Source: an optimization exercise on an open RTL-to-GDS flow (aim: small area, a short achievable clock period and few clock cycles per item). Production flows keep margins and buffers that such runs may drop. Function was checked by simulation only, so behaviour that the tests miss may differ from the original.

==> job 921: inputs <==
==> flow/design.v (excerpt) <==
module task3 (
    input  wire        clk,
    input  wire        rst,
    input  wire [2:0]  opcode,
    input  wire [7:0]  in2,
    input  wire [7:0]  in1,
    input  wire [7:0]  in0,
    output wire [23:0] result,
    output wire        done
);
    wire [7:0] a = in2, b = in1, c = in0;
    reg  [23:0] S, C;         
    reg  [7:0]  ar, yr;       
    reg  [10:0] xr;           
    reg  [1:0]  ph;           
    wire acc = (ph == 2'd0);
    assign done   = acc;
    wire [23:0] P = S + C;
    assign result = P;
    wire is0 = opcode == 3'd0, is1 = opcode == 3'd1, is2 = opcode == 3'd2, is3 = opcode == 3'd3;
    wire is4 = opcode == 3'd4, is5 = opcode == 3'd5, is6 = opcode == 3'd6, is7 = opcode == 3'd7;
    wire [23:0] bz = {16'd0, b};
    wire [23:0] cz = {16'd0, c};
    wire [23:0] bs = {{16{b[7]}}, b};
    wire [23:0] cs = {{16{c[7]}}, c};
    wire [23:0] shr = $signed(cs) >>> b;
    wire [1:0]  s7 = {1'b0, a[7]} + {1'b0, b[7]} + {1'b0, c[7]};
    wire nomul = acc & (is0 | is1 | is3);
    reg [15:0] X;
    reg [7:0]  Y;
    reg [23:0] F1, F2;
    reg        k1, k13;
    always @(*) begin
        X = 16'd0; Y = 8'd0; F1 = 24'd0; F2 = 24'd0; k1 = 1'b0; k13 = 1'b0;
        case (ph)
            2'd0: begin
                Y = is5 ? c : is6 ? 8'd1 : b;
                if (is0) begin F1 = bz;  F2 = cz; end
                if (is1) begin F1 = ~bz; F2 = cz; k1 = 1'b1; end
                if (is2) begin X = cs[15:0]; F2 = {17'd0, b[7], 6'd0}; end
                if (is3) F2 = shr;
                if (is4) begin X = bs[15:0]; F2 = {17'd0, b[7], 6'd0}; end
                if (is5) begin X = cs[15:0]; F2 = {17'd0, c[7], 6'd0}; end
  ...
==> module task3, before the edit <==
module task3 (
    input  wire        clk,
    input  wire        rst,
    input  wire [2:0]  opcode,
    input  wire [7:0]  in2,
    input  wire [7:0]  in1,
    input  wire [7:0]  in0,
    output wire [23:0] result,
    output wire        done
);
    wire [7:0] a = in2, b = in1, c = in0;
    reg  [23:0] S, C;         
    reg  [7:0]  ar, yr;       
    reg  [10:0] xr;           
    reg  [1:0]  ph;           
    wire acc = (ph == 2'd0);
    assign done   = acc;
    wire [23:0] P = S + C;
    assign result = P;
    wire is0 = opcode == 3'd0, is1 = opcode == 3'd1, is2 = opcode == 3'd2, is3 = opcode == 3'd3;
    wire is4 = opcode == 3'd4, is5 = opcode == 3'd5, is6 = opcode == 3'd6, is7 = opcode == 3'd7;
    wire [23:0] bz = {16'd0, b};
    wire [23:0] cz = {16'd0, c};
    wire [23:0] bs = {{16{b[7]}}, b};
    wire [23:0] cs = {{16{c[7]}}, c};
    wire [23:0] shr = $signed(cs) >>> b;
    wire [1:0]  s7 = {1'b0, a[7]} + {1'b0, b[7]} + {1'b0, c[7]};
    wire nomul = acc & (is0 | is1 | is3);
    reg [15:0] X;
    reg [7:0]  Y;
    reg [23:0] F1, F2;
    reg        k1, k13;
    always @(*) begin
        X = 16'd0; Y = 8'd0; F1 = 24'd0; F2 = 24'd0; k1 = 1'b0; k13 = 1'b0;
        case (ph)
            2'd0: begin
                Y = is5 ? c : is6 ? 8'd1 : b;
                if (is0) begin F1 = bz;  F2 = cz; end
                if (is1) begin F1 = ~bz; F2 = cz; k1 = 1'b1; end
                if (is2) begin X = cs[15:0]; F2 = {17'd0, b[7], 6'd0}; end
                if (is3) F2 = shr;
                if (is4) begin X = bs[15:0]; F2 = {17'd0, b[7], 6'd0}; end
                if (is5) begin X = cs[15:0]; F2 = {17'd0, c[7], 6'd0}; end
                if (is6) begin X = cs[15:0]; F1 = bs; F2 = {{16{a[7]}}, a}; end
                if (is7) begin X = ~{bs[13:0], 2'b00}; F1 = {bs[21:0], 2'b00};
                               F2 = {16'd0, s7, 6'd0}; k13 = 1'b1; end
            end
            2'd1: begin X = P[15:0]; Y = yr; F2 = {17'd0, yr[7], 6'd0}; end
            default: begin X = {{5{xr[10]}}, xr}; Y = yr; F1 = S; F2 = C; end
        endcase
    end
    wire [16:0] xe = {X[15], X};
    wire [8:0]  yb = {Y, 1'b0};
    wire [16:0] v0, v1, v2, v3;
    wire [3:0]  ng;
    genvar j;
    generate for (j = 0; j < 4; j = j + 1) begin : bth
        wire y2 = yb[2*j+2], y1 = yb[2*j+1], y0 = yb[2*j];
        wire one = y1 ^ y0;
        wire two = (y2 & ~y1 & ~y0) | (~y2 & y1 & y0);
        wire [16:0] sel = ({17{one}} & xe) | ({17{two}} & {xe[15:0], 1'b0});
        wire n = (j == 3) ? y2 & ~nomul : y2;
        wire [16:0] v = sel ^ {17{n}};
        assign ng[j] = n;
        if (j == 0) assign v0 = v;
        if (j == 1) assign v1 = v;
        if (j == 2) assign v2 = v;
        if (j == 3) assign v3 = v;
    end endgenerate
    wire [23:0] B0 = {5'd0, ~v0[16], v0[16], v0[16], v0[15:0]};
    wire [23:0] B1 = {3'd0, 1'b1, ~v1[16], v1[15:0], 1'b0, ng[0]};
    wire [23:0] B2 = {1'd0, 1'b1, ~v2[16], v2[15:0], 1'b0, ng[1], 1'b0, k1};
    wire [23:0] B3 = {1'b1, ~v3[16], v3[15:0], 1'b0, ng[2], k13, k13, 1'b0, k13};
    function [47:0] csa(input [23:0] x, input [23:0] y, input [23:0] z);
        csa = {x ^ y ^ z, ((x & y) | (x & z) | (y & z)) << 1};
    endfunction
    wire [23:0] s1, c1, s2, c2, s3, c3, s4, c4;
    assign {s1, c1} = csa(B0, B1, B2);
    assign {s2, c2} = csa(B3, F1, F2);
    assign {s3, c3} = csa(s1, c1, s2);
    assign {s4, c4} = csa(s3, c3, c2);
    always @(posedge clk) begin
        S <= s4;
        C <= c4;
        ar <= a;
        if (ph == 2'd2) begin
            yr <= ar;
            xr <= {ar[7], ar[7], ar[7], ar} * 11'sd5 + 11'sd8;
        end else begin
            yr <= c;
            xr <= {c[7], c[7], c[7], c} * 11'sd6 - 11'sd2;
        end
        if (rst) ph <= 2'd0;
        else case (ph)
            2'd0: ph <= is5 ? 2'd1 : is7 ? 2'd2 : 2'd0;
            2'd2: ph <= 2'd3;
            default: ph <= 2'd0;
        endcase
    end
endmodule
export LEC_CHECK = 0
export ABC_AREA = 1
export CAP_MARGIN = 20
export CORE_MARGIN = 2
export CORE_UTILIZATION = 40
export CTS_BUF_LIST = sky130_fd_sc_hd__clkbuf_4 sky130_fd_sc_hd__clkbuf_8
export SETUP_SLACK_MARGIN = 5
export SLEW_MARGIN = 20
export TNS_END_PERCENT = 100
create_clock -name core_clock -period 11.0 [get_ports {clk}]
standard.sh (not shown) runs the stock make flow with config.mk's settings and CLKGATE_MAP_FILE= SYNTH_SCRIPT=/design/flow/synth_recipe.tcl, a recipe that flattens the netlist after the stock synthesis.
==> flow/flow/run.sh <==
#!/bin/bash
# Standard layout with port buffers of a faster cell and the timing repair
# aimed at a tighter setup margin. The make output goes to standard.log;
# each ORFS step's full log stays under orfs/logs.
set -o pipefail
bash standard.sh "BUFFER_PORTS_ARGS=-buffer_cell sky130_fd_sc_hd__buf_1" SETUP_SLACK_MARGIN=5.65 TNS_END_PERCENT=100 finish > standard.log 2>&1
==> job 4261: changes against job 921 <==
--- a/flow/design.v
+++ b/flow/design.v
@@ -25,7 +25,6 @@
     wire [23:0] cs = {{16{c[7]}}, c};
     wire [23:0] shr = $signed(cs) >>> b;
     wire [1:0]  s7 = {1'b0, a[7]} + {1'b0, b[7]} + {1'b0, c[7]};
-    wire nomul = acc & (is0 | is1 | is3);
     reg [15:0] X;
     reg [7:0]  Y;
     reg [23:0] F1, F2;
@@ -34,15 +33,14 @@
         X = 16'd0; Y = 8'd0; F1 = 24'd0; F2 = 24'd0; k1 = 1'b0; k13 = 1'b0;
         case (ph)
             2'd0: begin
-                Y = is5 ? c : is6 ? 8'd1 : b;
                 if (is0) begin F1 = bz;  F2 = cz; end
                 if (is1) begin F1 = ~bz; F2 = cz; k1 = 1'b1; end
-                if (is2) begin X = cs[15:0]; F2 = {17'd0, b[7], 6'd0}; end
-                if (is3) F2 = shr;
-                if (is4) begin X = bs[15:0]; F2 = {17'd0, b[7], 6'd0}; end
-                if (is5) begin X = cs[15:0]; F2 = {17'd0, c[7], 6'd0}; end
-                if (is6) begin X = cs[15:0]; F1 = bs; F2 = {{16{a[7]}}, a}; end
-                if (is7) begin X = ~{bs[13:0], 2'b00}; F1 = {bs[21:0], 2'b00};
+                if (is2) begin X = cs[15:0]; Y = b; F2 = {17'd0, b[7], 6'd0}; end
+                if (is3) F1 = shr;
+                if (is4) begin X = bs[15:0]; Y = b; F2 = {17'd0, b[7], 6'd0}; end
+                if (is5) begin X = cs[15:0]; Y = c; F2 = {17'd0, c[7], 6'd0}; end
+                if (is6) begin X = {{8{a[7]}}, a}; Y = 8'd1; F1 = bs; F2 = cs; end
+                if (is7) begin X = ~{bs[13:0], 2'b00}; Y = b; F1 = {bs[21:0], 2'b00};
                                F2 = {16'd0, s7, 6'd0}; k13 = 1'b1; end
             end
             2'd1: begin X = P[15:0]; Y = yr; F2 = {17'd0, yr[7], 6'd0}; end
@@ -59,9 +57,8 @@
         wire one = y1 ^ y0;
         wire two = (y2 & ~y1 & ~y0) | (~y2 & y1 & y0);
         wire [16:0] sel = ({17{one}} & xe) | ({17{two}} & {xe[15:0], 1'b0});
-        wire n = (j == 3) ? y2 & ~nomul : y2;
-        wire [16:0] v = sel ^ {17{n}};
-        assign ng[j] = n;
+        wire [16:0] v = sel ^ {17{y2}};
+        assign ng[j] = y2;
         if (j == 0) assign v0 = v;
         if (j == 1) assign v1 = v;
         if (j == 2) assign v2 = v;
@@ -82,13 +79,13 @@
     always @(posedge clk) begin
         S <= s4;
         C <= c4;
-        ar <= a;
-        if (ph == 2'd2) begin
+        if (acc) begin
+            ar <= a;
+            yr <= c;
+            xr <= {c[7], c[7], c[7], c} * 11'sd6 - 11'sd2;
+        end else if (ph == 2'd2) begin
             yr <= ar;
             xr <= {ar[7], ar[7], ar[7], ar} * 11'sd5 + 11'sd8;
-        end else begin
-            yr <= c;
-            xr <= {c[7], c[7], c[7], c} * 11'sd6 - 11'sd2;
         end
         if (rst) ph <= 2'd0;
         else case (ph)
==> flow/run.sh (new file) <==
#!/bin/bash
# synth_recipe.tcl (not shown) runs the flow's synth.tcl, then flattens the netlist and writes it again
# the make line also repeats each setting of config.mk as NAME=value (left out here)
make -C /OpenROAD-flow-scripts/flow DESIGN_CONFIG=/design/flow/config.mk WORK_HOME=/design/flow/orfs CLKGATE_MAP_FILE= SYNTH_SCRIPT=/design/flow/synth_recipe.tcl finish
--- a/flow/config.mk
+++ b/flow/config.mk
@@ -8,8 +8,7 @@
 export ABC_AREA = 1
 export CAP_MARGIN = 20
 export CORE_MARGIN = 2
-export CORE_UTILIZATION = 40
-export CTS_BUF_LIST = sky130_fd_sc_hd__clkbuf_4 sky130_fd_sc_hd__clkbuf_8
+export CORE_UTILIZATION = 60
 export SETUP_SLACK_MARGIN = 5
 export SLEW_MARGIN = 20
 export TNS_END_PERCENT = 100
removed: flow/flow/run.sh
removed: flow/standard.sh
==> notes <==
- Via count: job 921 is smaller than job 4261 (about 2.3%).
- Against job 4261, the worst setup slack of job 921 is higher by 0.61 ns.
- In job 921 the first-iteration DRC count is higher than in job 4261, by about 19%.
- Synthesized area: job 921 is smaller than job 4261 (5.6%).
Testbench counts of job 921, summed over its fixed seeds: cycles 219,878, ops 160,000.
Testbench counts of job 4261, summed over its fixed seeds: cycles 219,878, ops 160,000.

==> static timing again, ports no longer ideal <==
The results above use ideal ports. As a check the final layouts listed here were re-extracted and re-timed, cells and wires unchanged. Step 1 sets driving cells, clkbuf_16 on the clock port and buf_2 on the other inputs (assumed; they add their load-dependent delay and slew). Step 2 moves the port delays by t, midway between the first and last clock arrival at a register: inputs arrive t later, outputs are due t later. That takes back most of the time a late clock gives input paths. a / b / c = ideal ports / drivers / drivers and shift; a / b = the first two.
| run | shift t [ns] | setup slack, ns | latest minus earliest clock arrival (ns) | worst register clock-pin slew, ns |
|---|---|---|---|---|
| job 921 | 0.425 | 5.724 / 5.729 / 5.303 | 0.019 / 0.019 | 0.10 / 0.10 |
| job 4261 | 0.396 | 5.115 / 5.140 / 4.745 | 0.010 / 0.009 | 0.07 / 0.07 |
After both steps setup and hold are still met in every run listed. For job 921, which loses most, drivers alone change the setup slack by +0.005 ns; drivers and shift together by -0.421 ns.
